Source: an optimization exercise on an open RTL-to-GDS flow (aim: small area, a short achievable clock period and few clock cycles). Production flows keep margins and buffers that such runs may drop.
The RTL was checked by simulation tests, not by an equivalence proof against the original design.
Power is estimated from default activity; no workload was simulated.

$ cat flow/run.sh
#!/bin/bash
# synth_recipe.tcl (not shown) runs the flow's synth.tcl, then flattens the netlist and writes it again
# the make line also repeats each setting of config.mk as NAME=value (left out here)
make -C /OpenROAD-flow-scripts/flow DESIGN_CONFIG=/design/flow/config.mk WORK_HOME=/design/flow/orfs CLKGATE_MAP_FILE= SYNTH_SCRIPT=/design/flow/synth_recipe.tcl finish
$ cat flow/config.mk
export PLATFORM = sky130hd
export DESIGN_NAME = Top_module
export DESIGN_NICKNAME = Top_module
export VERILOG_FILES = /design/flow/design.v
export SDC_FILE = /design/flow/constraint.sdc
export NUM_CORES = 4
export LEC_CHECK = 0
export CAP_MARGIN = 20
export CORE_MARGIN = 2
export CORE_UTILIZATION = 35
export PLACE_DENSITY = 0.55
export SETUP_SLACK_MARGIN = 0.4
export SLEW_MARGIN = 20
$ cat flow/constraint.sdc
create_clock -name core_clock -period 12.0 [get_ports {clk}]
set_input_delay 2.4000 -clock core_clock [delete_from_list [all_inputs] [get_ports {clk}]]
set_output_delay 2.4000 -clock core_clock [all_outputs]
set_load 0.01 [all_outputs]
$ cat flow/design.v
module reg_file(
    input  logic        clk, reset,
    input  logic        we,
    input  logic [4:0]  waddr,
    input  logic [31:0] wdata,
    input  logic [4:0]  raddr1, raddr2,
    output logic [31:0] rdata1, rdata2
);
logic [31:0] regs [1:31];
logic [31:1] vld;
always_ff @(posedge clk) begin
    for (int k = 1; k < 32; k++)
        if (we && waddr == k) regs[k] <= wdata;
end
always_ff @(posedge clk or posedge reset) begin
    if (reset) vld <= '0;
    else for (int k = 1; k < 32; k++)
        if (we && waddr == k) vld[k] <= 1'b1;
end
always_comb begin
    rdata1 = '0;
    rdata2 = '0;
    for (int k = 1; k < 32; k++) begin
        rdata1 = rdata1 | ({32{vld[k] && raddr1 == k}} & regs[k]);
        rdata2 = rdata2 | ({32{vld[k] && raddr2 == k}} & regs[k]);
    end
end
endmodule
module Top_module(
    input  logic        clk, reset,
    output logic [31:0] imem_addr,
    input  logic [31:0] imem_rdata,
    output logic [31:0] dmem_addr,
    output logic [31:0] dmem_wdata,
    output logic        dmem_we,
    input  logic [31:0] dmem_rdata
);
localparam logic [4:0] OP_LOAD = 5'b00000, OP_IMM = 5'b00100, OP_AUIPC = 5'b00101,
                       OP_STORE = 5'b01000, OP_REG = 5'b01100, OP_LUI = 5'b01101,
                       OP_BRANCH = 5'b11000, OP_JALR = 5'b11001, OP_JAL = 5'b11011;
logic [31:2] pc_f;                   
logic        x_valid;
logic [31:2] x_inst;                 
logic [31:2] x_pc;
logic [31:0] x_rs1v, x_rs2v;         
logic        x_fwd1, x_fwd2;         
logic        m_regwe, m_load, m_store;
logic [4:0]  m_rd;
logic [31:0] m_res, m_wdata;
logic [31:0] wb_data;
assign wb_data    = m_load ? dmem_rdata : m_res;
assign dmem_addr  = m_res;
assign dmem_wdata = m_wdata;
assign dmem_we    = m_store;
logic [31:0] inst_f;
logic [4:0]  rs1_f, rs2_f, op_f;
logic        use1_f, use2_f;
logic [31:0] rf_rd1, rf_rd2, rd1_f, rd2_f;
assign imem_addr = {pc_f, 2'b00};
assign inst_f    = imem_rdata;
assign rs1_f     = inst_f[19:15];
assign rs2_f     = inst_f[24:20];
assign op_f      = inst_f[6:2];
assign use1_f    = !(op_f == OP_LUI || op_f == OP_AUIPC || op_f == OP_JAL);
assign use2_f    = (op_f == OP_REG || op_f == OP_STORE || op_f == OP_BRANCH);
reg_file u_reg_file(
    .clk(clk), .reset(reset),
    .we(m_regwe), .waddr(m_rd), .wdata(wb_data),
    .raddr1(rs1_f), .raddr2(rs2_f),
    .rdata1(rf_rd1), .rdata2(rf_rd2)
);
assign rd1_f = (m_regwe && m_rd == rs1_f) ? wb_data : rf_rd1;
assign rd2_f = (m_regwe && m_rd == rs2_f) ? wb_data : rf_rd2;
logic [4:0]  x_op, x_rd;
logic [2:0]  x_f3;
logic        is_load, is_store, is_reg, is_imm, is_lui, is_auipc, is_br, is_jal, is_jalr;
logic        x_regwe;
logic [31:0] imm_i, imm_s, imm_b, imm_u, imm_j;
assign x_op  = x_inst[6:2];
assign x_rd  = x_inst[11:7];
assign x_f3  = x_inst[14:12];
assign is_load  = x_op == OP_LOAD;
assign is_store = x_op == OP_STORE;
assign is_reg   = x_op == OP_REG;
assign is_imm   = x_op == OP_IMM;
assign is_lui   = x_op == OP_LUI;
assign is_auipc = x_op == OP_AUIPC;
assign is_br    = x_op == OP_BRANCH;
assign is_jal   = x_op == OP_JAL;
assign is_jalr  = x_op == OP_JALR;
assign x_regwe  = (x_rd != 5'd0) && (is_load || is_reg || is_imm || is_lui || is_auipc || is_jal || is_jalr);
assign imm_i = {{20{x_inst[31]}}, x_inst[31:20]};
assign imm_s = {{20{x_inst[31]}}, x_inst[31:25], x_inst[11:7]};
assign imm_b = {{19{x_inst[31]}}, x_inst[31], x_inst[7], x_inst[30:25], x_inst[11:8], 1'b0};
assign imm_u = {x_inst[31:12], 12'b0};
assign imm_j = {{11{x_inst[31]}}, x_inst[31], x_inst[19:12], x_inst[20], x_inst[30:21], 1'b0};
logic [31:0] a, b, op2, op2x, sum, sh_in, sh_out, alu_res, tgt, result;
logic [32:0] sum33;
logic [32:0] sh_ext;
logic        sub, eq, lt, ltu, cond, taken, redirect, left, fill;
logic [31:2] redirect_pc;
assign a   = x_fwd1 ? m_res : x_rs1v;
assign b   = x_fwd2 ? m_res : x_rs2v;
assign op2 = (is_reg || is_br) ? b : (is_store ? imm_s : imm_i);
assign sub   = is_br || ((is_reg || is_imm) && (x_f3 == 3'b010 || x_f3 == 3'b011))
                     || (is_reg && x_f3 == 3'b000 && x_inst[30]);
assign op2x  = sub ? ~op2 : op2;
assign sum33 = {1'b0, a} + {1'b0, op2x} + {32'b0, sub};
assign sum   = sum33[31:0];
assign ltu   = !sum33[32];
assign lt    = (a[31] != op2[31]) ? a[31] : sum[31];
assign eq    = (a == b);
function automatic logic [31:0] rev32(input logic [31:0] v);
    for (int k = 0; k < 32; k++) rev32[k] = v[31 - k];
endfunction
assign left   = (x_f3 == 3'b001);
assign fill   = x_inst[30] && a[31] && !left;
assign sh_in  = left ? rev32(a) : a;
assign sh_ext = $signed({fill, sh_in}) >>> op2[4:0];
assign sh_out = left ? rev32(sh_ext[31:0]) : sh_ext[31:0];
always_comb begin
    case (x_f3)
        3'b000: alu_res = sum;
        3'b001: alu_res = sh_out;
        3'b010: alu_res = {31'b0, lt};
        3'b011: alu_res = {31'b0, ltu};
        3'b100: alu_res = a ^ op2;
        3'b101: alu_res = sh_out;
        3'b110: alu_res = a | op2;
        default: alu_res = a & op2;
    endcase
end
assign tgt = {x_pc, 2'b00} + (is_br ? imm_b : (is_jal ? imm_j : imm_u));
always_comb begin
    case (x_f3)
        3'b000: cond = eq;
        3'b001: cond = !eq;
        3'b100: cond = lt;
        3'b101: cond = !lt;
        3'b110: cond = ltu;
        3'b111: cond = !ltu;
        default: cond = 1'b0;
    endcase
end
assign taken       = is_jal || is_jalr || (is_br && cond);
assign redirect    = x_valid && taken;
assign redirect_pc = is_jalr ? sum[31:2] : tgt[31:2];
always_comb begin
    if (is_lui)                 result = imm_u;
    else if (is_auipc)          result = tgt;
    else if (is_jal || is_jalr) result = {pc_f, 2'b00};
    else if (is_reg || is_imm)  result = alu_res;
    else                        result = sum;
end
logic stall, fwd1_n, fwd2_n;
assign fwd1_n = x_valid && x_regwe && x_rd == rs1_f;
assign fwd2_n = x_valid && x_regwe && x_rd == rs2_f;
assign stall  = is_load && ((fwd1_n && use1_f) || (fwd2_n && use2_f));
always_ff @(posedge clk or posedge reset) begin
    if (reset) begin
        pc_f    <= '0;
        x_valid <= 1'b0;
        m_regwe <= 1'b0;
        m_load  <= 1'b0;
        m_store <= 1'b0;
    end else begin
        pc_f    <= redirect ? redirect_pc : (stall ? pc_f : pc_f + 30'd1);
        x_valid <= !redirect && !stall;
        m_regwe <= x_valid && x_regwe;
        m_load  <= x_valid && is_load;
        m_store <= x_valid && is_store;
    end
end
always_ff @(posedge clk) begin
    x_inst  <= inst_f[31:2];
    x_pc    <= pc_f;
    x_rs1v  <= rd1_f;
    x_rs2v  <= rd2_f;
    x_fwd1  <= fwd1_n;
    x_fwd2  <= fwd2_n;
    m_rd    <= x_rd;
    m_res   <= result;
    m_wdata <= b;
end
endmodule
==> insert_results.sql <==
INSERT INTO impl_metrics (metric_group, metric, value, unit) VALUES
('grt', 'globalRouteOverflowTotal', '0', ''),
('critical_path', 'critical_path_required', '12.69', 'ns'),
('yosys', 'synthTopCellsByCount', 'sky130_fd_sc_hd__edfxtp_1 (992), sky130_fd_sc_hd__a221oi_1 (460), sky130_fd_sc_hd__a22o_1 (452), sky130_fd_sc_hd__clkbuf_1 (342), sky130_fd_sc_hd__a21oi_1 (284)', ''),
('critical_path', 'cp_top_family', 'compound AO/OA/AOI/OAI gates', ''),
('yosys', 'post_synth.cell_area_avg', '12.3', 'sq um'),
('critical_path', 'cp_slowest_cell', 'sky130_fd_sc_hd__nor3_1', ''),
('floorplanning', 'die_height', '420', 'microns'),
('power', 'powerDensity', '182', 'nW/um^2'),
('clocking', 'hold_buffers', '0', ''),
('floorplanning', 'rows', '152', ''),
('clocking', 'cts_tree', 'done', ''),
('job', 'max_cap_violations', '0', ''),
('floorplanning', 'design.portCount', '163', ''),
('floorplanning', 'core_region_area', '172000', 'sq um'),
('critical_path', 'critPathArrivalTime', '8.69', 'ns'),
('worst_hold_path', 'worstHoldStart', 'u_reg_file.vld[8]', ''),
('yosys', 'post_synth_num_cell_types', '89', ''),
('grt', 'grt_antenna_before_repair', '22', ''),
('finish', 'layoutNonFillerInstCount', '7416', ''),
('floorplanning', 'starting_density_of_the_core', '0.353', ''),
('clocking', 'post_cts_buffers', '0', ''),
('clocking', 'worst_setup_hold_path_clk_slew', '0.06', 'ns'),
('placed_design', 'finalWeightedCongestion', '0.998', ''),
('floorplanning', 'die_area', '176000', 'sq um'),
('clocking', 'post_cts.resized_instances', '0', ''),
('yosys', 'synth_enable_flop_cells', '992', ''),
('critical_path', 'crit_path_cell_trace', 'nor3_1, nand2_1, o31ai_4, buf_4, o21ai_0, fa_1, nor2b_1, o31a_1, o31a_1, a22oi_1, o221a_2, o31ai_1, mux2i_1, a31oi_2, nor2_4, buf_4, mux2_2, a221oi_2', ''),
('clocking', 'clock_tree.buffer_depth', '3', ''),
('yosys', 'yosys_register_bits', '1252', ''),
('grt', 'grt_util_all_layers', '0.344', ''),
('critical_path', 'crit_cells', '18', ''),
('grt', 'grt_pass1_wl', '416000', 'microns'),
('sta', 'fmaxAchievable', '125', 'MHz'),
('sta', 'timing.final.setup_violations', '0', ''),
('yosys', 'netlist.top_cell.by_area', 'sky130_fd_sc_hd__edfxtp_1', ''),
('critical_path', 'r2r-start', 'x_inst[3]', ''),
('detailed_routing', 'drt_iter0_markers', '10789', ''),
('yosys', 'yosysMostFrequentCell', 'sky130_fd_sc_hd__edfxtp_1', ''),
('floorplanning', 'die_w', '420', 'microns'),
('sta', 'worst_slew_pin_slew', '1.34', 'ns'),
('detailed_routing', 'dr.pass1.iters', '13', ''),
('critical_path', 'critical_path.reg2reg.endpoint', 'pc_f[16]', ''),
('power', 'peakVddDrop', '0.000106', 'V'),
('placed_design', 'dp_hpwl', '186000', 'microns'),
('sta', 'period_needed', '8.00', 'ns'),
('critical_path', 'rr_worst_depth', '18', ''),
('critical_path', 'setup.worst_path.end_class', 'register', ''),
('grt', 'grt_max_degree', '66', ''),
('detailed_routing', 'wl', '313000', 'microns'),
('yosys', 'synth_area', '60600', 'sq um'),
('clocking', 'tritoncts.num_buffers', '136', ''),
('power', 'leakage', '24.0', 'nW'),
('worst_hold_path', 'worst_hold_path.endpoint', 'u_reg_file.vld[8]', ''),
('yosys', 'postSynthCellCount', '4931', ''),
('clocking', 'clk-insertion-delay-late', '0.80', 'ns'),
('yosys', 'synth_top_cell_area_share', '0.492', ''),
('outcome', 'status', 'no timing/DRC/antenna violations', ''),
('placed_design', 'numPlacedInstances', '7160', ''),
('finish', 'nets', '5183', ''),
('sta', 'report.final.hold_viol_count', '0', ''),
('sta', 'finClkSkew', '0.0368', 'ns'),
('yosys', 'synthesis.yosys.warnings', '3', ''),
('placed_design', 'io_buffers', '158', ''),
('detailed_routing', 'vias', '52510', ''),
('detailed_routing', 'wl_per_cell', '42.1', 'microns'),
('clocking', 'cts.sink_count', '1252', ''),
('yosys', 'synth.top_cells.by_area', 'sky130_fd_sc_hd__edfxtp_1 (49%), sky130_fd_sc_hd__a221oi_1 (6.7%), sky130_fd_sc_hd__a22o_1 (6.5%)', ''),
('finish', 'area.growth.synth_to_final', '15.0', '%'),
('clocking', 'htree_levels', '4', ''),
('grt', 'number_of_global_route_vias_before_repair', '49338', ''),
('worst_hold_path', 'hold-path-cell-count', '1', '');
cell type report:
class	count	area (sq um)
Clock inverter	74	752
Multi-Input combinational cell	3146	23600
Clock buffer	171	3700
Sequential cell	1252	35300
Inverter	130	489
Antenna cell	9	22.5
Timing Repair Buffer	324	2830
Fill cell	16135	102000
Tap cell	2310	2890
sequential cells by signal, summed over array words and instances (netlist names):
name	flops
x_rs1v	32
m_load	1
x_pc	30
x_valid	1
x_inst	30
m_wdata	32
x_rs2v	32
pc_f	30
m_rd	5
m_store	1
x_fwd2	1
u_reg_file.vld	31
m_res	32
u_reg_file.regs	992
m_regwe	1
x_fwd1	1
through the flow:
stage	hold slack [ns]	total power, mW	area, sq um	utilization	worst slack [ns]
floorplan	0.392	7.02	60600	-	6.31
global placement	0.457	8.35	65100	0.379	4.33
detailed placement	0.465	8.36	65100	0.379	4.30
CTS	0.480	12.5	69500	0.405	4.27
global route	0.500	13.0	69600	0.405	3.64
finish	0.487	12.6	69600	0.405	4.00
report_power, final:
part           switching (mW)  internal [mW]  total [mW]  leakage, nW
Combinational            1.81          0.877        2.68         10.5
Clock                    1.89           2.35        4.25         2.16
Sequential              0.424           5.29        5.72         11.4
placed cells by master, fill, tap and decap left out, types with 64 or more instances in the layout:
cell type | synthesis | final
sky130_fd_sc_hd__edfxtp_1 | 992 | 992
sky130_fd_sc_hd__xor2_1 | 66 | 66
sky130_fd_sc_hd__inv_1 | 126 | 125
sky130_fd_sc_hd__ha_1 | 125 | 125
sky130_fd_sc_hd__buf_4 | 3 | 164
sky130_fd_sc_hd__a222oi_1 | 66 | 66
sky130_fd_sc_hd__dfxtp_1 | 195 | 192
sky130_fd_sc_hd__clkbuf_16 | 0 | 141
sky130_fd_sc_hd__mux2i_1 | 129 | 128
sky130_fd_sc_hd__a221oi_1 | 460 | 460
sky130_fd_sc_hd__xnor2_1 | 126 | 126
sky130_fd_sc_hd__dfrtp_1 | 65 | 64
sky130_fd_sc_hd__nor3_1 | 112 | 104
sky130_fd_sc_hd__nand4_1 | 155 | 155
sky130_fd_sc_hd__clkdlybuf4s50_1 | 0 | 158
sky130_fd_sc_hd__nand2_1 | 151 | 151
sky130_fd_sc_hd__a22o_1 | 452 | 452
sky130_fd_sc_hd__a21oi_1 | 284 | 283
sky130_fd_sc_hd__nor2_1 | 221 | 189
sky130_fd_sc_hd__o21ai_0 | 167 | 167
worst max path at each step:
stage,startpoint,endpoint,slack [ns]
6_report,x_inst[3],pc_f[16],4.00
5_1_grt,x_inst[3],pc_f[16],3.64
4_1_cts,x_inst[3],pc_f[16],4.27
3_5_place_dp,x_inst[3],pc_f[16],4.30
3_3_place_gp,x_inst[3],pc_f[16],4.33
2_1_floorplan,x_inst[2],pc_f[22],6.31
cells by family after synthesis:
| logic type | after synthesis | synth area share |
|---|---|---|
| AO/OA/AOI/OAI | 1716 | 0.218 |
| XOR/XNOR | 192 | 0.0278 |
| adder cells (fa/ha/maj) | 127 | 0.0265 |
| buffers and inverters | 534 | 0.0341 |
| multiplexers | 193 | 0.0340 |
| flip-flops | 1252 | 0.583 |
| other | 1 | 0.0000619 |
| AND/OR/NAND/NOR | 916 | 0.0767 |
metal layers:
metal / vias to the layer above / share of wire / global-route usage
met5: - / 0.0011 / 0.00222
met4: 20 / 0.079 / 0.222
met3: 1391 / 0.15 / 0.135
met2: 5187 / 0.43 / 0.512
met1: 25804 / 0.34 / 0.411
li1: 20108 / - / -
Testbench counts, summed over its fixed seeds: cycles 113,148.

what the ideal ports hide:
In the flow no input, the clock included, has a driving cell. The finished layout below was timed again as built, in two steps.
Step 1 sets driving cells, clkbuf_16 on the clock port and buf_2 on the other inputs (assumed; they add their load-dependent delay and slew).
Step 2 adds t to the input delays and takes it off the output delays; t is the mean of the earliest and latest rising clock arrival at the registers after step 1. Input paths then give back, and output paths get back, about the clock's delay inside the block.
a / b / c = no drivers / after step 1 / after step 2; a / b = the first two.
t (ns): 0.861
slack for setup (ns): 4.003 / 4.003 / 4.003
clock arrival spread, ns: 0.044 / 0.043
slew at the worst register clock pin (ns): 0.07 / 0.07
After both steps this run still meets setup and hold. The setup slack of this run moves by 0.000 ns with the drivers and by 0.000 ns with both steps.
